From an optimization exercise on the open Yosys and OpenROAD flow, aimed at small area and a short achievable clock period; shortcuts taken in it are not production practice. The RTL was checked by simulation tests, not by an equivalence proof against the original design.

[flow/config.mk]
export PLATFORM = sky130hd
export DESIGN_NAME = Posit_Multiplier
export DESIGN_NICKNAME = Posit_Multiplier
export VERILOG_FILES = /design/flow/design.v
export SDC_FILE = /design/flow/constraint.sdc
export NUM_CORES = 4
export LEC_CHECK = 0
export CAP_MARGIN = 20
export CORE_MARGIN = 2
export CORE_UTILIZATION = 40
export CTS_BUF_LIST = sky130_fd_sc_hd__clkbuf_8
export CTS_CLUSTER_DIAMETER = 300
export CTS_CLUSTER_SIZE = 50
export SLEW_MARGIN = 20
[flow/flow/run.sh]
#!/bin/bash
# Layout flow: the standard flow (standard.sh) with these changes.
#  1. Synthesis skips Yosys's internal "abc -fast" before extract_fa, so the
#     full adders written in the RTL are extracted as written.
#  2. The final abc mapping uses flow/abc_area.script (area mapping), except
#     for the modules in FLOW_FAST_MODULES, which keep their hierarchy until
#     the standard flow's script flattens the design and are mapped with
#     flow/abc_fast.script (delay mapping).
#  3. Ports are buffered with sky130_fd_sc_hd__buf_1 cells.
# Registers and their names are those of the standard synthesis.
set -euo pipefail
here=$(pwd)
{
  head -n 1 synth_recipe.tcl
  cat flow/synth_overrides.tcl
  tail -n +2 synth_recipe.tcl
} > flow_synth.tcl
export FLOW_ABC_AREA="$here/flow/abc_area.script"
export FLOW_ABC_FAST="$here/flow/abc_fast.script"
export FLOW_FAST_MODULES="pabs"
bash standard.sh SYNTH_SCRIPT="$here/flow_synth.tcl" \
  "BUFFER_PORTS_ARGS=-buffer_cell sky130_fd_sc_hd__buf_1" SETUP_SLACK_MARGIN=46.5 finish > flow_standard.log 2>&1
[flow/flow/abc_area.script]
strash
dch
amap
strash
dch
amap
topo
[flow/design.v]
module pabs(input s, input [14:0] x, output [14:0] m);
  reg [14:0] p;
  integer k;
  always @* begin
    p = x;
    for (k = 1; k < 15; k = k * 2)
      p = p | (p << k);
  end
  assign m = x ^ ({15{s}} & {p[13:0], 1'b0});
endmodule
module pneg(input s, input [14:0] x, output [14:0] m);
  reg [14:0] p;
  integer k;
  always @* begin
    p = x;
    for (k = 1; k < 15; k = k * 2)
      p = p | (p << k);
  end
  assign m = x ^ ({15{s}} & {p[13:0], 1'b0});
endmodule
module pdec(input [14:0] m, output [3:0] sh, output [1:0] e, output [10:0] f);
  wire [15:0] d = {m[13:0] ^ {14{m[14]}}, 2'b11};
  wire [3:0] z4;
  wire [1:0] c4 [0:3];
  genvar i;
  generate for (i = 0; i < 4; i = i + 1) begin : g4
    wire [3:0] v = d[4*i+3:4*i];
    assign z4[i] = ~|v;
    assign c4[i] = v[3] ? 2'd0 : v[2] ? 2'd1 : v[1] ? 2'd2 : 2'd3;
  end endgenerate
  wire n3 = z4[3] & z4[2];
  wire n2 = n3 ? z4[1] : z4[3];
  wire [1:0] lo = n3 ? (z4[1] ? c4[0] : c4[1]) : (z4[3] ? c4[2] : c4[3]);
  assign sh = {n3, n2, lo};
  wire [12:0] t0 = m[12:0];
  wire [12:0] t1 = sh[3] ? {t0[4:0], 8'b0} : t0;
  wire [12:0] t2 = sh[2] ? {t1[8:0], 4'b0} : t1;
  wire [12:0] t3 = sh[1] ? {t2[10:0], 2'b0} : t2;
  wire [12:0] t4 = sh[0] ? {t3[11:0], 1'b0} : t3;
  assign e = t4[12:11];
  assign f = t4[10:0];
endmodule
module prip #(parameter W = 8) (input [W-1:0] x, input [W-1:0] y, input ci, output [W-1:0] s);
  wire [W:0] c;
  assign c[0] = ci;
  genvar i;
  generate for (i = 0; i < W; i = i + 1) begin : g
    assign s[i] = x[i] ^ y[i] ^ c[i];
    assign c[i+1] = (x[i] & y[i]) | (x[i] & c[i]) | (y[i] & c[i]);
  end endgenerate
endmodule
module Posit_Multiplier(A1, B1, clk, reset, OUT);
  input [0:15] A1, B1;
  input clk, reset;
  output reg [0:15] OUT;
  wire [14:0] ma_in, mb_in;
  pabs u_aa(A1[0], A1[1:15], ma_in);
  pabs u_ab(B1[0], B1[1:15], mb_in);
  reg sa, sb;
  reg [14:0] ma, mb;
  reg rst_d;
  wire [15:0] res;
  always @(posedge clk) begin
    sa <= A1[0];
    sb <= B1[0];
    ma <= ma_in;
    mb <= mb_in;
    rst_d <= reset;
    OUT <= res & {16{~reset}};
  end
  wire [3:0] sha, shb;
  wire [1:0] ea, eb;
  wire [10:0] fa, fb;
  pdec u_da(ma, sha, ea, fa);
  pdec u_db(mb, shb, eb, fb);
  wire [12:0] r;
  pmul_core u_m(fa, fb, r);
  wire c = r[12] | r[11];                  
  wire p22 = ~r[11];                       
  wire [6:0] sca = {~ma[14], sha ^ {4{~ma[14]}}, ea};
  wire [6:0] scb = {~mb[14], shb ^ {4{~mb[14]}}, eb};
  wire [7:0] s0;
  prip #(8) u_sc({sca[6], sca}, {scb[6], scb}, 1'b0, s0);
  wire neg = s0[7];                        
  wire [4:0] q = s0[6:2] ^ {5{neg}};       
  wire [1:0] fe = s0[1:0];
  wire f3 = &fe;                           
  wire m1 = &s0[7:2];                      
  wire za = ~|ma;
  wire zb = ~|mb;
  wire z = (za & ~sa) | (zb & ~sb) | rst_d;
  wire n = ((za & sa) | (zb & sb)) & ~z;
  wire so = ~z & (n | (sa ^ sb));
  wire rb = ~neg & ~z & ~n;                
  wire frc = z | n | q[4];
  reg [14:0] v0;
  always @* begin
    if (!c)
      v0 = {~neg, neg, fe, r[10:0]};
    else if (!f3)
      v0 = {~neg, neg, fe[1] ^ fe[0], ~fe[0], p22, r[10:1]};
    else if (!neg)
      v0 = {5'b11000, p22, r[10:2]};
    else if (m1)
      v0 = {4'b1000, p22, r[10:1]};
    else
      v0 = {3'b100, p22, r[10:0]};
  end
  wire [14:0] v1 = q[3] ? {{8{~neg}}, v0[14:8]} : v0;
  wire [14:0] v2 = q[2] ? {{4{~neg}}, v1[14:4]} : v1;
  wire [14:0] v3 = q[1] ? {{2{~neg}}, v2[14:2]} : v2;
  wire [14:0] v4 = q[0] ? {~neg, v3[14:1]} : v3;
  wire [14:0] body = frc ? {15{rb}} : v4;
  wire [14:0] ob;
  pneg u_on(so, body, ob);
  assign res = {so, ob};
endmodule
module pmul_core(input [10:0] fa, input [10:0] fb, output [12:0] r);
  wire [120:0] pp;
  genvar gi, gj;
  generate for (gi = 0; gi < 11; gi = gi + 1) begin : g_i
    for (gj = 0; gj < 11; gj = gj + 1) begin : g_j
      assign pp[gi*11+gj] = fa[gi] & fb[gj];
    end
  end endgenerate
  wire n1, n2, n3, n4, n5, n6, n7, n8, n9, n10, n11, n12, n13, n14, n15, n16, n17, n18, n19, n20;
  wire n21, n22, n23, n24, n25, n26, n27, n28, n29, n30, n31, n32, n33, n34, n35, n36, n37, n38, n39, n40;
  wire n41, n42, n43, n44, n45, n46, n47, n48, n49, n50, n51, n52, n53, n54, n55, n56, n57, n58, n59, n60;
  wire n61, n62, n63, n64, n65, n66, n67, n68, n69, n70, n71, n72, n73, n74, n75, n76, n77, n78, n79, n80;
  wire n81, n82, n83, n84, n85, n86, n87, n88, n89, n90, n91, n92, n93, n94, n95, n96, n97, n98, n99, n100;
  wire n101, n102, n103, n104, n105, n106, n107, n108, n109, n110, n111, n112, n113, n114, n115, n116, n117, n118, n119, n120;
  wire n121, n122, n123, n124, n125, n126, n127, n128, n129, n130, n131, n132, n133, n134, n135, n136, n137, n138, n139, n140;
  wire n141, n142, n143, n144, n145, n146, n147, n148, n149, n150, n151, n152, n153, n154, n155, n156, n157, n158, n159, n160;
  wire n161, n162, n163, n164, n165, n166, n167, n168, n169, n170, n171, n172, n173, n174, n175, n176, n177, n178, n179, n180;
  wire n181, n182, n183, n184, n185, n186, n187, n188, n189, n190, n191, n192, n193, n194, n195, n196, n197, n198, n199, n200;
  wire n201, n202, n203, n204, n205, n206, n207, n208, n209, n210, n211, n212, n213, n214, n215, n216, n217, n218, n219, n220;
  wire n221, n222, n223, n224, n225, n226, n227, n228, n229, n230, n231, n232, n233, n234, n235, n236, n237, n238, n239, n240;
  wire n241, n242, n243, n244, n245, n246, n247, n248, n249, n250, n251, n252, n253, n254, n255, n256, n257, n258, n259, n260;
  wire n261, n262, n263, n264, n265, n266, n267, n268, n269, n270, n271, n272, n273, n274, n275, n276, n277, n278, n279, n280;
  wire n281, n282, n283, n284, n285, n286, n287, n288, n289, n290, n291, n292;
  assign n1 = pp[9] ^ pp[19];
  assign n2 = pp[9] & pp[19];
  assign n3 = pp[10] ^ pp[20] ^ pp[30];
  assign n4 = (pp[10] & pp[20]) | (pp[10] & pp[30]) | (pp[20] & pp[30]);
  assign n5 = pp[40] ^ pp[50];
  assign n6 = pp[40] & pp[50];
  assign n7 = pp[21] ^ pp[31] ^ pp[41];
  assign n8 = (pp[21] & pp[31]) | (pp[21] & pp[41]) | (pp[31] & pp[41]);
  assign n9 = pp[51] ^ pp[61] ^ pp[71];
  assign n10 = (pp[51] & pp[61]) | (pp[51] & pp[71]) | (pp[61] & pp[71]);
  assign n11 = pp[81] ^ pp[91];
  assign n12 = pp[81] & pp[91];
  assign n13 = pp[32] ^ pp[42] ^ pp[52];
  assign n14 = (pp[32] & pp[42]) | (pp[32] & pp[52]) | (pp[42] & pp[52]);
  assign n15 = pp[62] ^ pp[72] ^ pp[82];
  assign n16 = (pp[62] & pp[72]) | (pp[62] & pp[82]) | (pp[72] & pp[82]);
  assign n17 = pp[92] ^ pp[102];
  assign n18 = pp[92] & pp[102];
  assign n19 = pp[43] ^ pp[53] ^ pp[63];
  assign n20 = (pp[43] & pp[53]) | (pp[43] & pp[63]) | (pp[53] & pp[63]);
  assign n21 = pp[73] ^ pp[83] ^ pp[93];
  assign n22 = (pp[73] & pp[83]) | (pp[73] & pp[93]) | (pp[83] & pp[93]);
  assign n23 = pp[54] ^ pp[64] ^ pp[74];
  assign n24 = (pp[54] & pp[64]) | (pp[54] & pp[74]) | (pp[64] & pp[74]);
  assign n25 = pp[6] ^ pp[16];
  assign n26 = pp[6] & pp[16];
  assign n27 = pp[7] ^ pp[17] ^ pp[27];
  assign n28 = (pp[7] & pp[17]) | (pp[7] & pp[27]) | (pp[17] & pp[27]);
  assign n29 = pp[37] ^ pp[47];
  assign n30 = pp[37] & pp[47];
  assign n31 = pp[8] ^ pp[18] ^ pp[28];
  assign n32 = (pp[8] & pp[18]) | (pp[8] & pp[28]) | (pp[18] & pp[28]);
  assign n33 = pp[38] ^ pp[48] ^ pp[58];
  assign n34 = (pp[38] & pp[48]) | (pp[38] & pp[58]) | (pp[48] & pp[58]);
  assign n35 = pp[68] ^ pp[78];
  assign n36 = pp[68] & pp[78];
  assign n37 = n1 ^ pp[29] ^ pp[39];
  assign n38 = (n1 & pp[29]) | (n1 & pp[39]) | (pp[29] & pp[39]);
  assign n39 = pp[49] ^ pp[59] ^ pp[69];
  assign n40 = (pp[49] & pp[59]) | (pp[49] & pp[69]) | (pp[59] & pp[69]);
  assign n41 = pp[79] ^ pp[89] ^ pp[99];
  assign n42 = (pp[79] & pp[89]) | (pp[79] & pp[99]) | (pp[89] & pp[99]);
  assign n43 = n3 ^ n5 ^ pp[60];
  assign n44 = (n3 & n5) | (n3 & pp[60]) | (n5 & pp[60]);
  assign n45 = pp[70] ^ pp[80] ^ pp[90];
  assign n46 = (pp[70] & pp[80]) | (pp[70] & pp[90]) | (pp[80] & pp[90]);
  assign n47 = pp[100] ^ pp[110] ^ n2;
  assign n48 = (pp[100] & pp[110]) | (pp[100] & n2) | (pp[110] & n2);
  assign n49 = n7 ^ n9 ^ n11;
  assign n50 = (n7 & n9) | (n7 & n11) | (n9 & n11);
  assign n51 = pp[101] ^ pp[111] ^ fa[0];
  assign n52 = (pp[101] & pp[111]) | (pp[101] & fa[0]) | (pp[111] & fa[0]);
  assign n53 = fb[0] ^ n4 ^ n6;
  assign n54 = (fb[0] & n4) | (fb[0] & n6) | (n4 & n6);
  assign n55 = n13 ^ n15 ^ n17;
  assign n56 = (n13 & n15) | (n13 & n17) | (n15 & n17);
  assign n57 = pp[112] ^ fa[1] ^ fb[1];
  assign n58 = (pp[112] & fa[1]) | (pp[112] & fb[1]) | (fa[1] & fb[1]);
  assign n59 = n8 ^ n10 ^ n12;
  assign n60 = (n8 & n10) | (n8 & n12) | (n10 & n12);
  assign n61 = n19 ^ n21 ^ pp[103];
  assign n62 = (n19 & n21) | (n19 & pp[103]) | (n21 & pp[103]);
  assign n63 = pp[113] ^ fa[2] ^ fb[2];
  assign n64 = (pp[113] & fa[2]) | (pp[113] & fb[2]) | (fa[2] & fb[2]);
  assign n65 = n14 ^ n16 ^ n18;
  assign n66 = (n14 & n16) | (n14 & n18) | (n16 & n18);
  assign n67 = n23 ^ pp[84] ^ pp[94];
  assign n68 = (n23 & pp[84]) | (n23 & pp[94]) | (pp[84] & pp[94]);
  assign n69 = pp[104] ^ pp[114] ^ fa[3];
  assign n70 = (pp[104] & pp[114]) | (pp[104] & fa[3]) | (pp[114] & fa[3]);
  assign n71 = fb[3] ^ n20 ^ n22;
  assign n72 = (fb[3] & n20) | (fb[3] & n22) | (n20 & n22);
  assign n73 = pp[65] ^ pp[75] ^ pp[85];
  assign n74 = (pp[65] & pp[75]) | (pp[65] & pp[85]) | (pp[75] & pp[85]);
  assign n75 = pp[95] ^ pp[105] ^ pp[115];
  assign n76 = (pp[95] & pp[105]) | (pp[95] & pp[115]) | (pp[105] & pp[115]);
  assign n77 = fa[4] ^ fb[4] ^ n24;
  assign n78 = (fa[4] & fb[4]) | (fa[4] & n24) | (fb[4] & n24);
  assign n79 = pp[76] ^ pp[86] ^ pp[96];
  assign n80 = (pp[76] & pp[86]) | (pp[76] & pp[96]) | (pp[86] & pp[96]);
  assign n81 = pp[106] ^ pp[116] ^ fa[5];
  assign n82 = (pp[106] & pp[116]) | (pp[106] & fa[5]) | (pp[116] & fa[5]);
  assign n83 = pp[87] ^ pp[97] ^ pp[107];
  assign n84 = (pp[87] & pp[97]) | (pp[87] & pp[107]) | (pp[97] & pp[107]);
  assign n85 = pp[4] ^ pp[14];
  assign n86 = pp[4] & pp[14];
  assign n87 = pp[5] ^ pp[15] ^ pp[25];
  assign n88 = (pp[5] & pp[15]) | (pp[5] & pp[25]) | (pp[15] & pp[25]);
  assign n89 = pp[35] ^ pp[45];
  assign n90 = pp[35] & pp[45];
  assign n91 = n25 ^ pp[26] ^ pp[36];
  assign n92 = (n25 & pp[26]) | (n25 & pp[36]) | (pp[26] & pp[36]);
  assign n93 = pp[46] ^ pp[56] ^ pp[66];
  assign n94 = (pp[46] & pp[56]) | (pp[46] & pp[66]) | (pp[56] & pp[66]);
  assign n95 = n27 ^ n29 ^ pp[57];
  assign n96 = (n27 & n29) | (n27 & pp[57]) | (n29 & pp[57]);
  assign n97 = pp[67] ^ pp[77] ^ n26;
  assign n98 = (pp[67] & pp[77]) | (pp[67] & n26) | (pp[77] & n26);
  assign n99 = n31 ^ n33 ^ n35;
  assign n100 = (n31 & n33) | (n31 & n35) | (n33 & n35);
  assign n101 = pp[88] ^ n28 ^ n30;
  assign n102 = (pp[88] & n28) | (pp[88] & n30) | (n28 & n30);
  assign n103 = n37 ^ n39 ^ n41;
  assign n104 = (n37 & n39) | (n37 & n41) | (n39 & n41);
  assign n105 = n32 ^ n34 ^ n36;
  assign n106 = (n32 & n34) | (n32 & n36) | (n34 & n36);
  assign n107 = n43 ^ n45 ^ n47;
  assign n108 = (n43 & n45) | (n43 & n47) | (n45 & n47);
  assign n109 = n38 ^ n40 ^ n42;
  assign n110 = (n38 & n40) | (n38 & n42) | (n40 & n42);
  assign n111 = n49 ^ n51 ^ n53;
  assign n112 = (n49 & n51) | (n49 & n53) | (n51 & n53);
  assign n113 = n44 ^ n46 ^ n48;
  assign n114 = (n44 & n46) | (n44 & n48) | (n46 & n48);
  assign n115 = n55 ^ n57 ^ n59;
  assign n116 = (n55 & n57) | (n55 & n59) | (n57 & n59);
  assign n117 = n50 ^ n52 ^ n54;
  assign n118 = (n50 & n52) | (n50 & n54) | (n52 & n54);
  assign n119 = n61 ^ n63 ^ n65;
  assign n120 = (n61 & n63) | (n61 & n65) | (n63 & n65);
  assign n121 = n56 ^ n58 ^ n60;
  assign n122 = (n56 & n58) | (n56 & n60) | (n58 & n60);
  assign n123 = n67 ^ n69 ^ n71;
  assign n124 = (n67 & n69) | (n67 & n71) | (n69 & n71);
  assign n125 = n62 ^ n64 ^ n66;
  assign n126 = (n62 & n64) | (n62 & n66) | (n64 & n66);
  assign n127 = n73 ^ n75 ^ n77;
  assign n128 = (n73 & n75) | (n73 & n77) | (n75 & n77);
  assign n129 = n68 ^ n70 ^ n72;
  assign n130 = (n68 & n70) | (n68 & n72) | (n70 & n72);
  assign n131 = n79 ^ n81 ^ fb[5];
  assign n132 = (n79 & n81) | (n79 & fb[5]) | (n81 & fb[5]);
  assign n133 = n74 ^ n76 ^ n78;
  assign n134 = (n74 & n76) | (n74 & n78) | (n76 & n78);
  assign n135 = n83 ^ pp[117] ^ fa[6];
  assign n136 = (n83 & pp[117]) | (n83 & fa[6]) | (pp[117] & fa[6]);
  assign n137 = fb[6] ^ n80 ^ n82;
  assign n138 = (fb[6] & n80) | (fb[6] & n82) | (n80 & n82);
  assign n139 = pp[98] ^ pp[108] ^ pp[118];
  assign n140 = (pp[98] & pp[108]) | (pp[98] & pp[118]) | (pp[108] & pp[118]);
  assign n141 = fa[7] ^ fb[7] ^ n84;
  assign n142 = (fa[7] & fb[7]) | (fa[7] & n84) | (fb[7] & n84);
  assign n143 = pp[109] ^ pp[119] ^ fa[8];
  assign n144 = (pp[109] & pp[119]) | (pp[109] & fa[8]) | (pp[119] & fa[8]);
  assign n145 = pp[3] ^ pp[13];
  assign n146 = pp[3] & pp[13];
  assign n147 = n85 ^ pp[24] ^ pp[34];
  assign n148 = (n85 & pp[24]) | (n85 & pp[34]) | (pp[24] & pp[34]);
  assign n149 = n87 ^ n89 ^ pp[55];
  assign n150 = (n87 & n89) | (n87 & pp[55]) | (n89 & pp[55]);
  assign n151 = n91 ^ n93 ^ n88;
  assign n152 = (n91 & n93) | (n91 & n88) | (n93 & n88);
  assign n153 = n95 ^ n97 ^ n92;
  assign n154 = (n95 & n97) | (n95 & n92) | (n97 & n92);
  assign n155 = n99 ^ n101 ^ n96;
  assign n156 = (n99 & n101) | (n99 & n96) | (n101 & n96);
  assign n157 = n103 ^ n105 ^ n100;
  assign n158 = (n103 & n105) | (n103 & n100) | (n105 & n100);
  assign n159 = n107 ^ n109 ^ n104;
  assign n160 = (n107 & n109) | (n107 & n104) | (n109 & n104);
  assign n161 = n111 ^ n113 ^ n108;
  assign n162 = (n111 & n113) | (n111 & n108) | (n113 & n108);
  assign n163 = n115 ^ n117 ^ n112;
  assign n164 = (n115 & n117) | (n115 & n112) | (n117 & n112);
  assign n165 = n119 ^ n121 ^ n116;
  assign n166 = (n119 & n121) | (n119 & n116) | (n121 & n116);
  assign n167 = n123 ^ n125 ^ n120;
  assign n168 = (n123 & n125) | (n123 & n120) | (n125 & n120);
  assign n169 = n127 ^ n129 ^ n124;
  assign n170 = (n127 & n129) | (n127 & n124) | (n129 & n124);
  assign n171 = n131 ^ n133 ^ n128;
  assign n172 = (n131 & n133) | (n131 & n128) | (n133 & n128);
  assign n173 = n135 ^ n137 ^ n132;
  assign n174 = (n135 & n137) | (n135 & n132) | (n137 & n132);
  assign n175 = n139 ^ n141 ^ n136;
  assign n176 = (n139 & n141) | (n139 & n136) | (n141 & n136);
  assign n177 = n143 ^ fb[8] ^ n140;
  assign n178 = (n143 & fb[8]) | (n143 & n140) | (fb[8] & n140);
  assign n179 = pp[120] ^ fa[9] ^ fb[9];
  assign n180 = (pp[120] & fa[9]) | (pp[120] & fb[9]) | (fa[9] & fb[9]);
  assign n181 = pp[2] ^ pp[12];
  assign n182 = pp[2] & pp[12];
  assign n183 = n145 ^ pp[23] ^ pp[33];
  assign n184 = (n145 & pp[23]) | (n145 & pp[33]) | (pp[23] & pp[33]);
  assign n185 = n147 ^ pp[44] ^ n146;
  assign n186 = (n147 & pp[44]) | (n147 & n146) | (pp[44] & n146);
  assign n187 = n149 ^ n86 ^ n148;
  assign n188 = (n149 & n86) | (n149 & n148) | (n86 & n148);
  assign n189 = n151 ^ n90 ^ n150;
  assign n190 = (n151 & n90) | (n151 & n150) | (n90 & n150);
  assign n191 = n153 ^ n94 ^ n152;
  assign n192 = (n153 & n94) | (n153 & n152) | (n94 & n152);
  assign n193 = n155 ^ n98 ^ n154;
  assign n194 = (n155 & n98) | (n155 & n154) | (n98 & n154);
  assign n195 = n157 ^ n102 ^ n156;
  assign n196 = (n157 & n102) | (n157 & n156) | (n102 & n156);
  assign n197 = n159 ^ n106 ^ n158;
  assign n198 = (n159 & n106) | (n159 & n158) | (n106 & n158);
  assign n199 = n161 ^ n110 ^ n160;
  assign n200 = (n161 & n110) | (n161 & n160) | (n110 & n160);
  assign n201 = n163 ^ n114 ^ n162;
  assign n202 = (n163 & n114) | (n163 & n162) | (n114 & n162);
  assign n203 = n165 ^ n118 ^ n164;
  assign n204 = (n165 & n118) | (n165 & n164) | (n118 & n164);
  assign n205 = n167 ^ n122 ^ n166;
  assign n206 = (n167 & n122) | (n167 & n166) | (n122 & n166);
  assign n207 = n169 ^ n126 ^ n168;
  assign n208 = (n169 & n126) | (n169 & n168) | (n126 & n168);
  assign n209 = n171 ^ n130 ^ n170;
  assign n210 = (n171 & n130) | (n171 & n170) | (n130 & n170);
  assign n211 = n173 ^ n134 ^ n172;
  assign n212 = (n173 & n134) | (n173 & n172) | (n134 & n172);
  assign n213 = n175 ^ n138 ^ n174;
  assign n214 = (n175 & n138) | (n175 & n174) | (n138 & n174);
  assign n215 = n177 ^ n142 ^ n176;
  assign n216 = (n177 & n142) | (n177 & n176) | (n142 & n176);
  assign n217 = n179 ^ n144 ^ n178;
  assign n218 = (n179 & n144) | (n179 & n178) | (n144 & n178);
  assign n219 = fa[10] ^ fb[10] ^ n180;
  assign n220 = (fa[10] & fb[10]) | (fa[10] & n180) | (fb[10] & n180);
  assign n221 = pp[1] & pp[11];
  assign n222 = (n181 & pp[22]) | (n181 & n221) | (pp[22] & n221);
  assign n223 = (n183 & n182) | (n183 & n222) | (n182 & n222);
  assign n224 = (n185 & n184) | (n185 & n223) | (n184 & n223);
  assign n225 = (n187 & n186) | (n187 & n224) | (n186 & n224);
  assign n226 = (n189 & n188) | (n189 & n225) | (n188 & n225);
  assign n227 = (n191 & n190) | (n191 & n226) | (n190 & n226);
  assign n228 = (n193 & n192) | (n193 & n227) | (n192 & n227);
  assign n229 = (n195 & n194) | (n195 & n228) | (n194 & n228);
  assign n230 = n197 ^ n196;
  assign n231 = n197 & n196;
  assign n232 = n199 ^ n198;
  assign n233 = n199 & n198;
  assign n234 = n201 ^ n200;
  assign n235 = n201 & n200;
  assign n236 = n203 ^ n202;
  assign n237 = n203 & n202;
  assign n238 = n205 ^ n204;
  assign n239 = n205 & n204;
  assign n240 = n207 ^ n206;
  assign n241 = n207 & n206;
  assign n242 = n209 ^ n208;
  assign n243 = n209 & n208;
  assign n244 = n211 ^ n210;
  assign n245 = n211 & n210;
  assign n246 = n213 ^ n212;
  assign n247 = n213 & n212;
  assign n248 = n215 ^ n214;
  assign n249 = n215 & n214;
  assign n250 = n217 ^ n216;
  assign n251 = n217 & n216;
  assign n252 = n219 ^ n218;
  assign n253 = n219 & n218;
  assign n254 = n231 | (n230 & n229);
  assign n255 = n233 | (n232 & n254);
  assign n256 = n237 | (n236 & n235);
  assign n257 = n236 & n234;
  assign n258 = n241 | (n240 & n239);
  assign n259 = n240 & n238;
  assign n260 = n245 | (n244 & n243);
  assign n261 = n244 & n242;
  assign n262 = n249 | (n248 & n247);
  assign n263 = n248 & n246;
  assign n264 = n253 | (n252 & n251);
  assign n265 = n252 & n250;
  assign n266 = n256 | (n257 & n255);
  assign n267 = n260 | (n261 & n258);
  assign n268 = n261 & n259;
  assign n269 = n264 | (n265 & n262);
  assign n270 = n265 & n263;
  assign n271 = n267 | (n268 & n266);
  assign n272 = n269 | (n270 & n271);
  assign n273 = n258 | (n259 & n266);
  assign n274 = n262 | (n263 & n271);
  assign n275 = n235 | (n234 & n255);
  assign n276 = n239 | (n238 & n266);
  assign n277 = n243 | (n242 & n273);
  assign n278 = n247 | (n246 & n271);
  assign n279 = n251 | (n250 & n274);
  assign n280 = 1'b0 | (n220 & n272);
  assign n281 = n232 ^ n254;
  assign n282 = n234 ^ n255;
  assign n283 = n236 ^ n275;
  assign n284 = n238 ^ n266;
  assign n285 = n240 ^ n276;
  assign n286 = n242 ^ n273;
  assign n287 = n244 ^ n277;
  assign n288 = n246 ^ n271;
  assign n289 = n248 ^ n278;
  assign n290 = n250 ^ n274;
  assign n291 = n252 ^ n279;
  assign n292 = n220 ^ n272;
  assign r[0] = n281;
  assign r[1] = n282;
  assign r[2] = n283;
  assign r[3] = n284;
  assign r[4] = n285;
  assign r[5] = n286;
  assign r[6] = n287;
  assign r[7] = n288;
  assign r[8] = n289;
  assign r[9] = n290;
  assign r[10] = n291;
  assign r[11] = n292;
  assign r[12] = n280;
endmodule
[flow/flow/synth_overrides.tcl]
# Overrides for the standard flow's synthesis script (see run.sh).
# synth: the fine stage runs without Yosys's internal "abc -fast", so that
# extract_fa sees the full adders as the RTL writes them.  Modules listed in
# FLOW_FAST_MODULES keep their hierarchy until the end of synthesis (the standard flow's
# script flattens everything before writing the netlist).
proc synth {args} {
  if {[lsearch -exact $args "fine:"] >= 0} {
    yosys synth -nofsm -noshare -noabc {*}$args
  } else {
    if {[info exists ::env(FLOW_FAST_MODULES)]} {
      foreach m $::env(FLOW_FAST_MODULES) {
        yosys setattr -mod -set keep_hierarchy 1 $m
      }
    }
    yosys synth -nofsm -noshare {*}$args
  }
}
# abc: modules in FLOW_FAST_MODULES are mapped with FLOW_ABC_FAST, the rest
# with FLOW_ABC_AREA.
proc abc {args} {
  set i [lsearch -exact $args "-script"]
  if {$i < 0 || ![info exists ::env(FLOW_ABC_AREA)]} {
    yosys abc {*}$args
    return
  }
  set rest [list]
  if {[info exists ::env(FLOW_FAST_MODULES)]} {
    foreach m $::env(FLOW_FAST_MODULES) {
      if {[lindex [yosys select -count $m] 0] == 0} { continue }
      set a $args
      lset a [expr {$i + 1}] $::env(FLOW_ABC_FAST)
      yosys abc {*}$a $m
    }
    set rest [list $::env(DESIGN_NAME)]
  }
  set a $args
  lset a [expr {$i + 1}] $::env(FLOW_ABC_AREA)
  yosys abc {*}$a {*}$rest
}
[flow/standard.sh]
#!/bin/bash
# synth_recipe.tcl (not shown) runs the flow's synth.tcl, then flattens the netlist and writes it again
# the make line also repeats each setting of config.mk as NAME=value (left out here)
make -C /OpenROAD-flow-scripts/flow DESIGN_CONFIG=/design/flow/config.mk WORK_HOME=/design/flow/orfs CLKGATE_MAP_FILE= SYNTH_SCRIPT=/design/flow/synth_recipe.tcl "${@:-finish}"
[flow/flow/abc_fast.script]
strash
map
topo
[flow/constraint.sdc]
create_clock -name core_clock -period 60.0 [get_ports {clk}]
set_input_delay 12.0000 -clock core_clock [delete_from_list [all_inputs] [get_ports {clk}]]
set_output_delay 12.0000 -clock core_clock [all_outputs]
set_load 0.01 [all_outputs]
==> results of run 1 <==
-- area by class of cell --
class	count	area (um2)
tap	234	293
clock inverter	3	11.3
timing repair buffer	70	342
clock buffer	5	68.8
sequential	49	986
fill	1961	10300
multi-input combinational	829	6230
inverter	102	403
-- per-module statistics from Yosys (local to each module, per instance) --
| module | cell area (um2) | copies in the design | flip-flops and latches |
|---|---|---|---|
| Posit_Multiplier | 6740 | 1 | 49 |
| pabs | 417 | 2 | 0 |
-- registers in the layout (all words and copies together), names as in the netlist --
| register | cells |
|---|---|
| OUT | 16 |
| sa | 1 |
| ma | 15 |
| rst_d | 1 |
| sb | 1 |
| mb | 15 |
-- worst reg2reg max path: cells and delay by family, from the launching register on --
family,cells,cell delay (ps)
AOI/OAI and AO/OA,26,5120
adders and majority gates,8,3600
buffers and inverters,6,1240
DFF,1,500
and+or+nand+nor,12,1650
-- layer usage --
metal	GRT usage [%]	vias up
met5	0	-
met4	5.95	0
met3	1.32	28
met2	35.8	210
met1	28.9	3505
li1	-	3647
-- path summary, 6_finish.rpt --
kind             startpoint             end  cells after the start
min           rst_d$_DFF_P_  OUT[0]$_DFF_P_                      4
min reg2reg   rst_d$_DFF_P_  OUT[0]$_DFF_P_                      4
max                   A1[0]   ma[5]$_DFF_P_                      4
max reg2reg  mb[14]$_DFF_P_  OUT[1]$_DFF_P_                     52
-- logic make-up (layout without fill, tap and decap cells) --
family                     after synthesis  count (layout)
AOI/OAI and AO/OA                      281             281
xor gates and xnor gates                10              10
adders and majority gates              140             140
buffers and inverters                  104             180
DFF                                     49              49
and+or+nand+nor                        398             398
-- through the flow --
step | instances
after floorplan | 982
after global placement | 1268
after detailed placement | 1268
after CTS | 1276
after global routing | 1292
final | 1292
-- cells in the final DEF (no fill, tap or decap), drive strengths merged, types with 16 or more instances in the layout --
master,netlist,final
nor2,258,258
o21ai,34,34
ha,29,29
dfxtp,49,49
nand2,82,82
nand4,19,19
fa,111,111
inv,0,20
a21oi,39,39
buf,2,70
a211oi,16,16
o22ai,80,80
o21bai,16,16
clkinv,102,80
a22oi,21,21
-- repair_timing --
| action | in CTS | in global routing |
|---|---|---|
| resized for setup | 2 | 35 |
| setup endpoints to repair | 5 | 15 |
| buffers inserted | 0 | 16 |
| cloned | 0 | 0 |
| pin swaps | 0 | 1 |
==> summary.md, run 1 <==
| Metric | Value |
|---|---|
| Result of the run | finished clean |
| Final standard cell utilization of the core | 44.7% |
| Minimum clock period | 13110 ps |
| RSZ-0062 raised after global routing | false |
| Worst hold margin | 731 ps |
| Sequential area share after synthesis | 13.0% |
| CTS tree | built |
| Largest fanout on the critical path | 17 |
| Count of nets after finishing | 1231 |
| Dominant combinational cell family by area after synthesis | adder cells |
| Synthesized-area fraction occupied by adder cells | 34.1% |
| Delay of the slowest critical-path stage | 500 ps |
| Clock sinks | 49 |
| Antenna violations before repair | 0 |
| Half-perimeter wire length after detailed placement | 16300 um |
| Quantity of hold-fixing buffers added after cts | 0 |
| Post-Syn Area | 7570 um2 |
| Vias after detailed routing | 7390 |
| Category of the most critical setup path | in -> reg |
| Sum of met2 wire segment lengths after detailed routing | 9720 um |
| Critical path capture point type | register |
| Number of buffers inserted during clock tree synthesis | 5 |
| Cell area after placement | 8070 um2 |
| Class of the worst hold path | reg -> reg |
| Height of the die | 142 um |
| H-tree depth reported by CTS | 2 |
| Post-synth top flop | dfxtp_1 |
| Area fraction in compound gates after synthesis | 25.0% |
| Final hold violation count | 0 |
| Maximum root-to-sink buffer count | 2 |
| Iter 0 DRT Violations | 452 |
| Top sig layer | met4 |
| Count of yosys warnings during synthesis | 4 |
| Sum of overflow across all layers after global routing | 0 |
| Smallest setup slack after layout | 46890 ps |
| Standard cell with the maximum stage delay on the critical path | buf_1 |
| Final number of max-transition violations | 0 |
| Share of flip-flops with an asynchronous set or reset after synthesis | 0% |
| Slack of the worst reg-to-reg path | 47810 ps |
| Detail-routed net length per standard cell | 15.7 um |
| Yosys top cell by area | fa_1 |
| Critical Path RT | 60230 ps |
| Relative slew margins | 34.9% |
| Number of buffer and inverter stages on the critical path | 2 |
| Post-DR vias/cell | 5.72 |
| Slew at the pin closest to its max-slew limit | 976 ps |
| Cell at the root of the clock tree | clkbuf_8 |
| Worst clock skew | 15.4 ps |
| Routability congestion estimate from global placement | 0.890 |
| Parity-gate share of the synthesized area counting xor and xnor cells | 1.16% |
| Crit-path cells | buf_1, clkinv_1, a31oi_1, xor2_1 |
| Via count of the first global-routing pass | 6991 |
| Number of optimization iterations in the first detailed-route pass | 5 |
| Die Area | 20000 um2 |
| Crit path max-delay family | buffers and inverters |
| Synth Area in Simple Gates | 21.5% |
| Initial standard-cell utilization of the core | 40.6% |
| Syn nets | 1156 |
| Routed length on met1 | 9390 um |
| Proportion of netlist area held by the largest area contributor | 29.4% |
| Post-synthesis cell type count | 45 |
| Wire length on met3 | 783 um |
| Count of buffers inserted at the top-level ports | 49 |
| Post-Route WL | 20300 um |
| Most frequently used cell type in the post-synthesis netlist | nor2_1 |
| Kind of launch point of the worst setup path | primary input |
| Number of standard cells after synthesis | 982 |
| Core area | 18600 um2 |
| P&R area growth vs syn | 10.1% |
| Number of flops mapped to enable cells by yosys | 0 |
| Portion of the clock cycle consumed by the worst path in the final layout | 21.9% |
| Top cells by area, synth | fa_1, dfxtp_1, nor2_1 |
| Die Width | 142 um |
| Mean post-synth cell area | 7.71 um2 |
| Clock input transition at the sequential cells of the worst setup and hold paths | 90 ps |
| Flip-flop and latch count after synthesis | 49 |
| Pin count of the biggest net entering global routing | 21 |
| Pre-CTS setup slack | 46320 ps |
| Clock latency reported for the late side of the worst-skew pair | 310 ps |
| Layout Cell Area excl Fill | 8340 um2 |
| Share of final-layout standard cells stronger than drive strength 1 | 5.67% |
| Wire length of the first global-routing pass | 34500 um |
| Max-cap violations | 0 |
| Diodes inserted | 0 |
| Max frequency | 0.0763 GHz |
| Worst Path Arrival | 13340 ps |
| Mux share of post-synthesis cell area | 0% |
| All-Layer GR Usage | 21.0% |
| Total I/O pin count | 50 |
| Post-synth top cells | nor2_1, fa_1, clkinv_1, nand2_1, o22ai_1 |
| Total Negative Setup Slacks | 0 ps |
| Post-route DRC violation count | 0 |
| Final setup violation count | 0 |
| Std cell rows | 50 |
| Antenna Nets Post-Route | 0 |
==> run 2, diff against run 1 <==
--- a/flow/flow/run.sh
+++ b/flow/flow/run.sh
@@ -19,4 +19,4 @@
 export FLOW_ABC_FAST="$here/flow/abc_fast.script"
 export FLOW_FAST_MODULES="pabs"
 bash standard.sh SYNTH_SCRIPT="$here/flow_synth.tcl" \
-  "BUFFER_PORTS_ARGS=-buffer_cell sky130_fd_sc_hd__buf_1" SETUP_SLACK_MARGIN=46.5 finish > flow_standard.log 2>&1
+  "BUFFER_PORTS_ARGS=-buffer_cell sky130_fd_sc_hd__buf_1" SETUP_SLACK_MARGIN=46.0 finish > flow_standard.log 2>&1
==> summary.md, run 2 <==
| Metric | Value |
|---|---|
| Quantity of hold-fixing buffers added after cts | 0 (unchanged) |
| Routability congestion estimate from global placement | 0.890 (unchanged) |
| Maximum root-to-sink buffer count | 2 (unchanged) |
| Final hold violation count | 0 (unchanged) |
| Total Negative Setup Slacks | 0 ps (unchanged) |
| Final setup violation count | 0 (unchanged) |
| Portion of the clock cycle consumed by the worst path in the final layout | 21.9% (about the same) |
| Iter 0 DRT Violations | 391 (-13%) |
| Total I/O pin count | 50 (unchanged) |
| Post-synth top cells | nor2_1, fa_1, clkinv_1, nand2_1, o22ai_1 |
| Category of the most critical setup path | in -> reg |
| Worst hold margin | 733 ps (+1.42 ps) |
| Number of buffer and inverter stages on the critical path | 2 (unchanged) |
| Kind of launch point of the worst setup path | primary input |
| Count of buffers inserted at the top-level ports | 49 (unchanged) |
| Slew at the pin closest to its max-slew limit | 977 ps (+0.387 ps) |
| Clock latency reported for the late side of the worst-skew pair | 310 ps (about the same) |
| Via count of the first global-routing pass | 6995 (+0.057%) |
| Cell at the root of the clock tree | clkbuf_8 |
| Post-synth top flop | dfxtp_1 |
| Detail-routed net length per standard cell | 15.8 um (+0.37%) |
| Worst clock skew | 14.7 ps (-0.709 ps) |
| Post-route DRC violation count | 0 (unchanged) |
| Post-synthesis cell type count | 45 (unchanged) |
| Register containing the most flip-flops in the final layout | OUT |
| Delay of the slowest critical-path stage | 500 ps (about the same) |
| Max frequency | 0.0762 GHz (about the same) |
| RSZ-0062 raised after global routing | false |
| Worst Path Arrival | 13350 ps (about the same) |
| Half-perimeter wire length after detailed placement | 16300 um (unchanged) |
| Syn nets | 1156 (unchanged) |
| Final number of max-transition violations | 0 (unchanged) |
| Largest registers | OUT (16), ma (15), mb (15) |
| Number of standard cells after synthesis | 982 (unchanged) |
| Smallest setup slack after layout | 46880 ps (-4.10 ps) |
| Clock input transition at the sequential cells of the worst setup and hold paths | 90 ps (about the same) |
| Proportion of netlist area held by the largest area contributor | 29.4% (unchanged) |
| Standard cell with the maximum stage delay on the critical path | buf_1 |
| Sum of overflow across all layers after global routing | 0 (unchanged) |
| P&R area growth vs syn | 8.58% |
| Flip-flop and latch count after synthesis | 49 (unchanged) |
| Yosys top cell by area | fa_1 |
| Critical Path RT | 60230 ps (about the same) |
| Placed instance count | 1268 (unchanged) |
| Die Width | 142 um (unchanged) |
| Core area | 18600 um2 (unchanged) |
| Crit-path cells | buf_1, clkinv_1, a31oi_1, xor2_1 |
| Number of optimization iterations in the first detailed-route pass | 5 (unchanged) |
| Post-DR vias/cell | 5.72 (about the same) |
| Largest fanout on the critical path | 17 (unchanged) |
| Count of yosys warnings during synthesis | 4 (unchanged) |
| Clock sinks | 49 (unchanged) |
| Number of buffers inserted during clock tree synthesis | 5 (unchanged) |
| Antenna Nets Post-Route | 0 (unchanged) |
| Count of nets after finishing | 1219 (-0.97%) |
| Result of the run | finished clean |
| Mean post-synth cell area | 7.71 um2 (unchanged) |
| Max-cap violations | 0 (unchanged) |
| Wire length of the first global-routing pass | 34500 um (about the same) |
| Top cells by area, synth | fa_1, dfxtp_1, nor2_1 |
| Die Area | 20000 um2 (unchanged) |
| H-tree depth reported by CTS | 2 (unchanged) |
| All-Layer GR Usage | 20.9% (about the same) |
| Height of the die | 142 um (unchanged) |
| Post-Syn Area | 7570 um2 (unchanged) |
| Critical path capture point type | register |
| Number of flops mapped to enable cells by yosys | 0 (unchanged) |
| Antenna violations before repair | 0 (unchanged) |
| Relative slew margins | 34.9% (about the same) |
| Share of flip-flops with an asynchronous set or reset after synthesis | 0% (unchanged) |
| Std cell rows | 50 (unchanged) |
| Pin count of the biggest net entering global routing | 21 (unchanged) |
| Sequential area share after synthesis | 13.0% (unchanged) |
| Final cell count without fillers | 1280 (-0.93%) |
| Crit path max-delay family | buffers and inverters |
| Class of the worst hold path | reg -> reg |
| Initial standard-cell utilization of the core | 40.6% (unchanged) |
| Most frequently used cell type in the post-synthesis netlist | nor2_1 |
| CTS tree | built |
| Most frequent standard cell in the layout excluding fill and tap cells | nor2_1 |
| Diodes inserted | 0 (unchanged) |
| Share of final-layout standard cells stronger than drive strength 1 | 3.15% (-2.5 points) |
| Pre-CTS setup slack | 46320 ps (unchanged) |
| Leading cell types in the layout, fill and taps excluded | nor2_1, fa_1, clkinv_1 |
| Number of flip-flops in the largest register | 16 (unchanged) |
| Vias after detailed routing | 7324 (-0.89%) |
| Post-Route WL | 20200 um (-0.56%) |
| Minimum clock period | 13120 ps (+4.10 ps) |
| Fillers | 1964 (+0.15%) |
==> run 2: cell types whose count changed in the layout (fill, tap and decap cells not counted), moves of 2 or more <==
cell / change
clkinvlp_4: -2
clkinv_1: +11
buf_4: -12
inv_2: -8
==> run 2: stage by stage <==
stage | area, um2 | util, %
after detailed placement | 8070 | 43.3
after CTS | 8150 | 43.7
after floorplan | 7570 | -
after global placement | 8070 | 43.3
final | 8220 | 44.1
after global routing | 8220 | 44.1
==> run 2: Yosys stat by module, one instance, submodules excluded <==
module            copies in the design  cells  area [um2]  flip-flops and latches
Posit_Multiplier                     1    818        6740                      49
pabs                                 2     82         417                       0
==> run 2: worst paths after layout <==
kind	start	end	slack, ps	cells past startpoint
worst max-delay path	A1[0]	ma[5]$_DFF_P_	46880	4
worst max register to register	mb[14]$_DFF_P_	OUT[1]$_DFF_P_	47400	54
worst min register to register	rst_d$_DFF_P_	OUT[0]$_DFF_P_	730	4
worst min-delay path	rst_d$_DFF_P_	OUT[0]$_DFF_P_	730	4
==> run 2: final cells by class <==
type	instances	area [um2]	area share [%]
tap	234	293	3.56
clock buffer	5	68.8	0.837
multi-input combinational	829	6220	75.6
timing repair buffer	58	251	3.06
inverter	102	394	4.80
sequential	49	983	12.0
clock inverter	3	11.3	0.137
==> run 2: kinds of logic after synthesis <==
| logic type | share of synthesized area [%] |
|---|---|
| AND/OR/NAND/NOR | 21.5 |
| flip-flops | 13.0 |
| AO/OA/AOI/OAI | 25.0 |
| buffers and inverters | 5.26 |
| adder cells (fa/ha/maj) | 34.1 |
| XOR/XNOR | 1.16 |
==> run 2: tightest hold or removal path: stages, from the launching register on <==
cell and delay, ps:
dfxtp_1 320, nor2_1 40, o21ai_0 60, buf_4 200
nor2_1 50
==> run 2: layer usage <==
layer / vias up / share of wire [%] / track usage (%)
li1: 3625 / - / -
met2: 192 / 48 / 35.8
met1: 3479 / 46 / 28.8
met4: 0 / 2.2 / 5.95
met3: 28 / 3.5 / 1.32
met5: - / 0 / 0
==> run 2: repair_timing <==
action | in CTS | in global routing
gates resized for setup | 0 | 19
endpoints found under the setup margin | 0 | 14
setup buffers | 0 | 4
==> run 3, diff against run 2 <==
--- a/flow/flow/run.sh
+++ b/flow/flow/run.sh
@@ -19,4 +19,4 @@
 export FLOW_ABC_FAST="$here/flow/abc_fast.script"
 export FLOW_FAST_MODULES="pabs"
 bash standard.sh SYNTH_SCRIPT="$here/flow_synth.tcl" \
-  "BUFFER_PORTS_ARGS=-buffer_cell sky130_fd_sc_hd__buf_1" SETUP_SLACK_MARGIN=46.0 finish > flow_standard.log 2>&1
+  "BUFFER_PORTS_ARGS=-buffer_cell sky130_fd_sc_hd__buf_1" SETUP_SLACK_MARGIN=47.1 finish > flow_standard.log 2>&1
--- a/flow/config.mk
+++ b/flow/config.mk
@@ -8,7 +8,4 @@
 export CAP_MARGIN = 20
 export CORE_MARGIN = 2
 export CORE_UTILIZATION = 40
-export CTS_BUF_LIST = sky130_fd_sc_hd__clkbuf_8
-export CTS_CLUSTER_DIAMETER = 300
-export CTS_CLUSTER_SIZE = 50
 export SLEW_MARGIN = 20
==> summary.md, run 3 <==
| Metric | Value |
|---|---|
| Result of the run | finished clean |
| Kind of launch point of the worst setup path | register |
| Antenna Nets Post-Route | 0 (unchanged) |
| Total Negative Setup Slacks | 0 ps (unchanged) |
| Flip-flop and latch count after synthesis | 49 (unchanged) |
| Via count of the first global-routing pass | 7011 (+0.23%) |
| Sum of overflow across all layers after global routing | 0 (unchanged) |
| Number of flops mapped to enable cells by yosys | 0 (unchanged) |
| Yosys top cell by area | fa_1 |
| Slew at the pin closest to its max-slew limit | 977 ps (+0.880 ps) |
| Cell at the root of the clock tree | clkbuf_16 |
| Antenna violations before repair | 0 (unchanged) |
| Final hold violation count | 0 (unchanged) |
| Final setup violation count | 0 (unchanged) |
| Maximum root-to-sink buffer count | 2 (unchanged) |
| Register containing the most flip-flops in the final layout | OUT |
| Delay of the slowest critical-path stage | 340 ps (-160 ps) |
| Proportion of netlist area held by the largest area contributor | 29.4% (unchanged) |
| Crit-path cells | buf_1 |
| Count of yosys warnings during synthesis | 4 (unchanged) |
| Worst Path Arrival | 780 ps (-12570 ps) |
| Sequential area share after synthesis | 13.0% (unchanged) |
| Number of buffers inserted during clock tree synthesis | 5 (unchanged) |
| Worst clock skew | 9.67 ps (-5.03 ps) |
| Most frequently used cell type in the post-synthesis netlist | nor2_1 |
| Standard cell with the maximum stage delay on the critical path | dfxtp_1 |
| Initial standard-cell utilization of the core | 40.6% (unchanged) |
| Share of flip-flops with an asynchronous set or reset after synthesis | 0% (unchanged) |
| Number of standard cells after synthesis | 982 (unchanged) |
| RSZ-0062 raised after global routing | false |
| Vias after detailed routing | 7339 (+0.20%) |
| Half-perimeter wire length after detailed placement | 16300 um (unchanged) |
| Post-Syn Area | 7570 um2 (unchanged) |
| Core area | 18600 um2 (unchanged) |
| Routability congestion estimate from global placement | 0.890 (unchanged) |
| Number of optimization iterations in the first detailed-route pass | 5 (unchanged) |
| Minimum clock period | 12780 ps (-339 ps) |
| Std cell rows | 50 (unchanged) |
| Syn nets | 1156 (unchanged) |
| Clock sinks | 49 (unchanged) |
| Post-synth top flop | dfxtp_1 |
| Class of the worst hold path | reg -> reg |
| Fillers | 1952 (-0.61%) |
| Total I/O pin count | 50 (unchanged) |
| Post-synth top cells | nor2_1, fa_1, clkinv_1, nand2_1, o22ai_1 |
| Leading cell types in the layout, fill and taps excluded | nor2_1, fa_1, nand2_1 |
| Count of buffers inserted at the top-level ports | 49 (unchanged) |
| Count of nets after finishing | 1222 (+0.25%) |
| Post-route DRC violation count | 0 (unchanged) |
| Critical Path RT | 48000 ps (-12230 ps) |
| Post-Route WL | 20400 um (+0.94%) |
| Die Area | 20000 um2 (unchanged) |
| Max frequency | 0.0783 GHz (+2.7%) |
| Post-DR vias/cell | 5.72 (about the same) |
| Top cells by area, synth | fa_1, dfxtp_1, nor2_1 |
| Most frequent standard cell in the layout excluding fill and tap cells | nor2_1 |
| Final number of max-transition violations | 0 (unchanged) |
| Die Width | 142 um (unchanged) |
| Diodes inserted | 0 (unchanged) |
| Clock input transition at the sequential cells of the worst setup and hold paths | 70 ps (-20 ps) |
| Critical path capture point type | output port |
| Largest fanout on the critical path | 1 (-16) |
| Relative slew margins | 34.8% (-0.059 points) |
| CTS tree | built |
| Portion of the clock cycle consumed by the worst path in the final layout | 21.3% (-0.56 points) |
| Worst hold margin | 719 ps (-13.9 ps) |
| Wire length of the first global-routing pass | 34600 um (+0.40%) |
| Detail-routed net length per standard cell | 15.9 um (+0.71%) |
| P&R area growth vs syn | 11.3% |
| Crit path max-delay family | flip-flops |
| Number of buffer and inverter stages on the critical path | 1 (-1) |
| Mean post-synth cell area | 7.71 um2 (unchanged) |
| All-Layer GR Usage | 21.0% (+0.10 points) |
| Share of final-layout standard cells stronger than drive strength 1 | 6.39% (+3.2 points) |
| Pin count of the biggest net entering global routing | 21 (unchanged) |
| Iter 0 DRT Violations | 396 (+1.3%) |
| Largest registers | OUT (16), ma (15), mb (15) |
| Max-cap violations | 0 (unchanged) |
| Post-synthesis cell type count | 45 (unchanged) |
| H-tree depth reported by CTS | 2 (unchanged) |
| Category of the most critical setup path | reg -> out |
| Clock latency reported for the late side of the worst-skew pair | 290 ps (-20 ps) |
| Height of the die | 142 um (unchanged) |
| Number of flip-flops in the largest register | 16 (unchanged) |
-- run 3: cell counts after synthesis --
No cell type changed its count.
-- run 3: layout make-up --
cell class	instances	area, um2	area share [%]
Clock buffer	8	136	1.62
Inverter	102	423	5.02
Multi-Input combinational cell	829	6310	74.9
Sequential cell	49	986	11.7
Tap cell	234	293	3.48
Timing Repair Buffer	61	277	3.28
-- run 3: layer usage --
metal  global-route usage (%)  part of all wire, %  wire length (um)
met1                     28.9                   46              9450
met2                     36.1                   48              9800
met3                     1.32                  3.4               697
met4                     5.95                  2.3               476
met5                        0                    0                 0
-- run 3: logic make-up (layout without fill, tap and decap cells) --
logic type,after synthesis,after routing,synth area share (%)
AO/OA/AOI/OAI,281,281,25.0
XOR/XNOR,10,10,1.16
buffers and inverters,104,171,5.26
AND/OR/NAND/NOR,398,398,21.5
adder cells (fa/ha/maj),140,140,34.1
flip-flops,49,49,13.0
-- run 3: path summary, 6_finish.rpt --
check	start	endpoint	slack (ps)	cells after the start
min reg2reg	rst_d$_DFF_P_	OUT[0]$_DFF_P_	720	4
max	OUT[1]$_DFF_P_	OUT[1]	47220	1
min	rst_d$_DFF_P_	OUT[0]$_DFF_P_	720	4
max reg2reg	mb[14]$_DFF_P_	OUT[1]$_DFF_P_	48320	53
-- run 3: worst register-to-register path, delay by kind of cell, from the launching register on --
kind,cells,cell delay (ps)
fa+ha+maj,8,3480
compound gates,25,4640
buf+inv,7,1580
simple gates,13,1410
flops,1,490
-- run 3: metrics by stage --
step | cell area, um2 | utilization (%) | cells | setup slack, ps
2_1_floorplan | 7570 | - | 982 | 47300
3_3_place_gp | 8070 | 43.3 | 1268 | 46410
3_5_place_dp | 8070 | 43.3 | 1268 | 46320
4_1_cts | 8240 | 44.2 | 1276 | 47200
5_1_grt | 8420 | 45.2 | 1283 | 47110
6_report | 8420 | 45.2 | 1283 | 47220
-- run 3: timing repair --
item,CTS,global route
endpoints found under the hold margin,0,0
buffers inserted,0,7
setup endpoints to repair,29,15
hold buffers,0,0
pin swaps,0,1
gates resized for setup,13,49
-- run 3: Yosys stat by module, one instance, submodules excluded --
module	cells	cell area, um2	flops+latches	times used
Posit_Multiplier	818	6740	49	1
pabs	82	417	0	2
==> run 4, diff against run 3 <==
--- a/flow/config.mk
+++ b/flow/config.mk
@@ -8,4 +8,7 @@
 export CAP_MARGIN = 20
 export CORE_MARGIN = 2
 export CORE_UTILIZATION = 40
+export CTS_BUF_LIST = sky130_fd_sc_hd__clkbuf_8
+export CTS_CLUSTER_DIAMETER = 300
+export CTS_CLUSTER_SIZE = 50
 export SLEW_MARGIN = 20
==> summary.md, run 4 <==
| Metric | Value |
|---|---|
| Result of the run | finished clean |
| Routability congestion estimate from global placement | 0.890 (unchanged) |
| Number of buffer and inverter stages on the critical path | 1 (unchanged) |
| Post-synth top flop | dfxtp_1 |
| Worst hold margin | 727 ps (+8.21 ps) |
| Launch point of the worst reg-to-reg path | mb[14]$_DFF_P_ |
| Category of the most critical setup path | reg -> out |
| Number of flip-flops in the largest register | 16 (unchanged) |
| Crit-path cells | buf_1 |
| RSZ-0062 raised after global routing | false |
| Slack of the worst reg-to-reg path | 48300 ps (-20 ps) |
| Count of buffers inserted at the top-level ports | 49 (unchanged) |
| Number of buffers inserted during clock tree synthesis | 5 (unchanged) |
| Iter 0 DRT Violations | 430 (+8.6%) |
| Antenna violations before repair | 0 (unchanged) |
| Pin count of the biggest net entering global routing | 21 (unchanged) |
| Std cell rows | 50 (unchanged) |
| Yosys top cell by area | fa_1 |
| Vias after detailed routing | 7356 (+0.23%) |
| Portion of the clock cycle consumed by the worst path in the final layout | 21.3% (+0.043 points) |
| Worst Path Arrival | 800 ps (+20 ps) |
| Post-synthesis cell type count | 45 (unchanged) |
| P&R area growth vs syn | 10.5% |
| Post-Route WL | 20500 um (+0.16%) |
| Wire length of the first global-routing pass | 34600 um (-0.14%) |
| Startpoint of the tightest hold check path | rst_d$_DFF_P_ |
| Top cells by area, synth | fa_1, dfxtp_1, nor2_1 |
| All-Layer GR Usage | 21.0% (-0.036 points) |
| Class of the worst hold path | reg -> reg |
| Register containing the most flip-flops in the final layout | OUT |
| Mean post-synth cell area | 7.71 um2 (unchanged) |
| Diodes inserted | 0 (unchanged) |
| Number of optimization iterations in the first detailed-route pass | 5 (unchanged) |
| Half-perimeter wire length after detailed placement | 16300 um (unchanged) |
| Minimum clock period | 12800 ps (+25.8 ps) |
| Max frequency | 0.0781 GHz (-0.20%) |
| Crit path max-delay family | flip-flops |
| Multi-input combinational cell area | 6310 um2 (unchanged) |
| Share of final-layout standard cells stronger than drive strength 1 | 6.39% (unchanged) |
| Endpoint of the lowest-slack register-to-register path | OUT[1]$_DFF_P_ |
| Delay of the slowest critical-path stage | 350 ps (about the same) |
| Worst clock skew | 14.7 ps (+5.06 ps) |
| Post-DR vias/cell | 5.73 (+0.23%) |
| Quantity of hold-fixing buffers added after cts | 0 (unchanged) |
| Syn nets | 1156 (unchanged) |
| Critical Path RT | 48000 ps (about the same) |
| Post-synth top cells | nor2_1, fa_1, clkinv_1, nand2_1, o22ai_1 |
| Sum of overflow across all layers after global routing | 0 (unchanged) |
| Maximum root-to-sink buffer count | 2 (unchanged) |
| Final number of max-transition violations | 0 (unchanged) |
| Kind of launch point of the worst setup path | register |
| Clock input transition at the sequential cells of the worst setup and hold paths | 90 ps (+20 ps) |
| Via count of the first global-routing pass | 7012 (+0.014%) |
| Clock sinks | 49 (unchanged) |
| CTS tree | built |
| Height of the die | 142 um (unchanged) |
| Most frequently used cell type in the post-synthesis netlist | nor2_1 |
| Antenna Nets Post-Route | 0 (unchanged) |
| Critical path capture point type | output port |
| Flip-flop and latch count after synthesis | 49 (unchanged) |
| Largest registers | OUT (16), ma (15), mb (15) |
| Slew at the pin closest to its max-slew limit | 974 ps (-3.77 ps) |
| Leading cell types in the layout, fill and taps excluded | nor2_1, fa_1, nand2_1 |
| Number of flops mapped to enable cells by yosys | 0 (unchanged) |
| Storage cell area | 986 um2 (unchanged) |
| Relative slew margins | 35.1% (+0.25 points) |
| Logic depth of the worst register-to-register path | 53 (unchanged) |
| Initial standard-cell utilization of the core | 40.6% (unchanged) |
| Largest fanout on the critical path | 1 (unchanged) |
| Share of flip-flops with an asynchronous set or reset after synthesis | 0% (unchanged) |
| Cell at the root of the clock tree | clkbuf_8 |
| Count of nets after finishing | 1222 (unchanged) |
| Post-route DRC violation count | 0 (unchanged) |
| Die Area | 20000 um2 (unchanged) |
| Max-cap violations | 0 (unchanged) |
| Core area | 18600 um2 (unchanged) |
| Standard cell with the maximum stage delay on the critical path | dfxtp_1 |
| Total Negative Setup Slacks | 0 ps (unchanged) |
| Final setup violation count | 0 (unchanged) |
| Number of standard cells after synthesis | 982 (unchanged) |
| Fillers | 1963 (+0.56%) |
| H-tree depth reported by CTS | 2 (unchanged) |
| Hold path cells | 4 (unchanged) |
| Hold path endpoint | OUT[0]$_DFF_P_ |
| Most frequent standard cell in the layout excluding fill and tap cells | nor2_1 |
| Post-Syn Area | 7570 um2 (unchanged) |
| Proportion of netlist area held by the largest area contributor | 29.4% (unchanged) |
| Count of yosys warnings during synthesis | 4 (unchanged) |
| Clock latency reported for the late side of the worst-skew pair | 310 ps (+20 ps) |
| Total I/O pin count | 50 (unchanged) |
| Die Width | 142 um (unchanged) |
| Final hold violation count | 0 (unchanged) |
| Detail-routed net length per standard cell | 15.9 um (+0.16%) |
| Sequential area share after synthesis | 13.0% (unchanged) |
## run 4: cell counts after synthesis
No cell type changed its count.
## run 4: per-module statistics from Yosys, one instance, submodules excluded
module / area, um2 / flops+latches / cells / copies in the design
Posit_Multiplier: 6740 / 49 / 818 / 1
pabs: 417 / 0 / 82 / 2
## run 4: metal layers
layer  vias up  track usage [%]  wire length [um]
met5         -                0                 0
met4         0             5.95               444
met3        30             1.32               731
met2       193             36.1              9840
met1      3505             28.8              9440
li1       3628                -                 -
## run 4: repair_timing
action                     CTS  global route
setup buffers                0             7
gates resized for setup     13            49
setup endpoints to repair   29            15
pin swaps                    0             1
## run 4: how the worst max path moves through the flow
stage / start / to / cells past startpoint
after floorplan: A1[14] / ma[14]$_DFF_P_ / 4
after global placement: mb[14]$_DFF_P_ / OUT[1]$_DFF_P_ / 50
after detailed placement: mb[14]$_DFF_P_ / OUT[1]$_DFF_P_ / 50
after CTS: OUT[7]$_DFF_P_ / OUT[7] / 1
after global routing: B1[15] / mb[14]$_DFF_P_ / 6
final: OUT[1]$_DFF_P_ / OUT[1] / 1
## run 4: final cells by class
cell class / count / share of cell area [%]
tap: 234 / 3.50
clock buffer: 5 / 0.822
multi-input combinational: 829 / 75.4
inverter: 102 / 5.05
sequential: 49 / 11.8
clock inverter: 3 / 0.135
timing repair buffer: 61 / 3.30
## run 4: logic make-up after synthesis
family                     count (synthesis)  synth area share, %
AOI/OAI and AO/OA                        281                 25.0
buffers and inverters                    104                 5.26
adders and majority gates                140                 34.1
DFF                                       49                 13.0
xor gates and xnor gates                  10                 1.16
and+or+nand+nor                          398                 21.5
## run 4: stage by stage
step                      setup slack, ps  cell area [um2]  util, %  std cells
after global routing                47130             8370     44.9       1283
after floorplan                     47300             7570        -        982
after detailed placement            46320             8070     43.3       1268
after CTS                           47190             8180     43.9       1276
after global placement              46410             8070     43.3       1268
final                               47200             8370     44.9       1283
==> run 5, diff against run 4 <==
--- a/flow/config.mk
+++ b/flow/config.mk
@@ -5,10 +5,10 @@
 export SDC_FILE = /design/flow/constraint.sdc
 export NUM_CORES = 4
 export LEC_CHECK = 0
-export CAP_MARGIN = 20
+export CAP_MARGIN = 60
 export CORE_MARGIN = 2
 export CORE_UTILIZATION = 40
 export CTS_BUF_LIST = sky130_fd_sc_hd__clkbuf_8
 export CTS_CLUSTER_DIAMETER = 300
 export CTS_CLUSTER_SIZE = 50
-export SLEW_MARGIN = 20
+export SLEW_MARGIN = 60
==> summary.md, run 5 <==
| Metric | Value |
|---|---|
| Kind of launch point of the worst setup path | register |
| Mean post-synth cell area | 7.71 um2 (unchanged) |
| Top sig layer | met4 |
| Cell area after placement | 8110 um2 (+0.54%) |
| RSZ-0062 raised after global routing | false |
| H-tree depth reported by CTS | 2 (unchanged) |
| Most frequent standard cell in the layout excluding fill and tap cells | nor2_1 |
| Standard cell with the maximum stage delay on the critical path | dfxtp_1 |
| All-Layer GR Usage | 21.2% (+0.18 points) |
| Count of nets after finishing | 1221 (-0.082%) |
| Total Negative Setup Slacks | 0 ps (unchanged) |
| Final cell count without fillers | 1282 (-0.078%) |
| Clock sinks | 49 (unchanged) |
| Crit path max-delay family | flip-flops |
| Relative slew margins | 66.5% (+31 points) |
| Crit-path cells | buf_1 |
| Routability congestion estimate from global placement | 0.890 (unchanged) |
| Top cells by area, synth | fa_1, dfxtp_1, nor2_1 |
| Final standard cell utilization of the core | 45.0% (+0.13 points) |
| Post-Route WL | 20200 um (-1.4%) |
| Maximum root-to-sink buffer count | 2 (unchanged) |
| Total I/O pin count | 50 (unchanged) |
| Layout Cell Area excl Fill | 8390 um2 (+0.30%) |
| Number of buffer and inverter stages on the critical path | 1 (unchanged) |
| Placed instance count | 1268 (unchanged) |
| Clock latency reported for the late side of the worst-skew pair | 310 ps (about the same) |
| Iter 0 DRT Violations | 378 (-12%) |
| Critical path capture point type | output port |
| Result of the run | finished clean |
| Worst Path Arrival | 790 ps (about the same) |
| Pre-CTS setup slack | 46850 ps (+531 ps) |
| Slew at the pin closest to its max-slew limit | 498 ps (-475 ps) |
| Die Area | 20000 um2 (unchanged) |
| Proportion of netlist area held by the largest area contributor | 29.4% (unchanged) |
| Number of buffers inserted during clock tree synthesis | 5 (unchanged) |
| Sum of overflow across all layers after global routing | 0 (unchanged) |
| Yosys top cell by area | fa_1 |
| Std cell rows | 50 (unchanged) |
| Final number of max-transition violations | 0 (unchanged) |
| Number of flip-flops in the largest register | 16 (unchanged) |
| Post-DR vias/cell | 5.69 (-0.82%) |
| Class of the worst hold path | reg -> reg |
| Post-synth top flop | dfxtp_1 |
| Max frequency | 0.0782 GHz (about the same) |
| Most frequently used cell type in the post-synthesis netlist | nor2_1 |
| Detail-routed net length per standard cell | 15.7 um (-1.3%) |
| P&R area growth vs syn | 10.9% |
| Post-Syn Area | 7570 um2 (unchanged) |
[run 5: cell counts after synthesis]
No cell type changed its count.
[run 5: worst paths after layout]
check            startpoint              to  depth (start not counted)
max          OUT[7]$_DFF_P_          OUT[7]                          1
min           rst_d$_DFF_P_  OUT[0]$_DFF_P_                          4
max reg2reg  mb[14]$_DFF_P_  OUT[1]$_DFF_P_                         51
min reg2reg   rst_d$_DFF_P_  OUT[0]$_DFF_P_                          4
[run 5: worst reg2reg max path, delay by kind of cell (launching register included)]
kind | cells | cell delay, ps
AO/OA/AOI/OAI | 26 | 5150
adder cells (fa/ha/maj) | 6 | 2780
buffers and inverters | 7 | 1810
AND/OR/NAND/NOR | 12 | 1390
flip-flops | 1 | 500
[run 5: cell type report]
cell class | count | area, um2 | area share (%)
multi-input combinational | 829 | 6320 | 75.4
sequential | 49 | 988 | 11.8
inverter | 102 | 402 | 4.79
tap | 234 | 293 | 3.49
timing repair buffer | 60 | 268 | 3.19
clock buffer | 6 | 82.6 | 0.984
clock inverter | 2 | 33.8 | 0.403
[run 5: repair_timing]
action,in CTS,in global routing
setup buffers,0,5
pin swaps,0,2
gates resized for setup,4,40
endpoints found under the setup margin,6,14
cloned,0,0
[run 5: kinds of logic after synthesis]
family,count (synthesis),share of synthesized area (%)
adders and majority gates,140,34.1
and+or+nand+nor,398,21.5
AOI/OAI and AO/OA,281,25.0
xor gates and xnor gates,10,1.16
buffers and inverters,104,5.26
DFF,49,13.0
[run 5: metal layers]
metal | track usage (%) | vias up
li1 | - | 3612
met1 | 28.8 | 3448
met2 | 36.6 | 201
met3 | 1.75 | 29
met4 | 5.58 | 0
met5 | 0 | -
[run 5: Yosys stat by module (local to each module, per instance)]
module | cell area, um2 | flip-flops and latches | cells | copies in the design
Posit_Multiplier | 6740 | 49 | 818 | 1
pabs | 417 | 0 | 82 | 2
[run 5: stage by stage]
stage,hold WS [ps]
CTS,731
finish,728
global route,823
floorplan,823
global placement,722
detailed placement,715

==> re-timing with driven ports <==
Ports are ideal in the flow. The routed layouts listed here were re-timed in OpenROAD. Step 1 sets driving cells, clkbuf_16 on the clock port and buf_2 on the other inputs (assumed; they add their load-dependent delay and slew). Step 2, shift: input delay + t, output delay - t, t = (earliest + latest rising clock arrival at the registers) / 2. This alone moves slack from input paths to output paths. Three values: no drivers, after step 1, after step 2; two values: the first two.
run | t, ns | setup slack, ns | worst setup path after step 2 | latest minus earliest clock arrival (ns) | pins driven straight from the clock port
run 1 | 0.338 | 46.886 / 46.899 / 46.561 | input to register | 0.015 / 0.016 | 1
run 2 | 0.337 | 46.882 / 46.895 / 46.558 | input to register | 0.015 / 0.014 | 1
run 3 | 0.329 | 47.221 / 47.179 / 46.953 | input to register | 0.010 / 0.009 | 1
run 4 | 0.336 | 47.195 / 47.161 / 46.952 | input to register | 0.014 / 0.015 | 1
run 5 | 0.343 | 47.205 / 47.166 / 46.942 | input to register | 0.014 / 0.015 | 1
After both steps setup and hold are still met in every run listed. The setup slack of run 1, which loses most, moves by +0.013 ns with the drivers and by -0.325 ns with both steps.
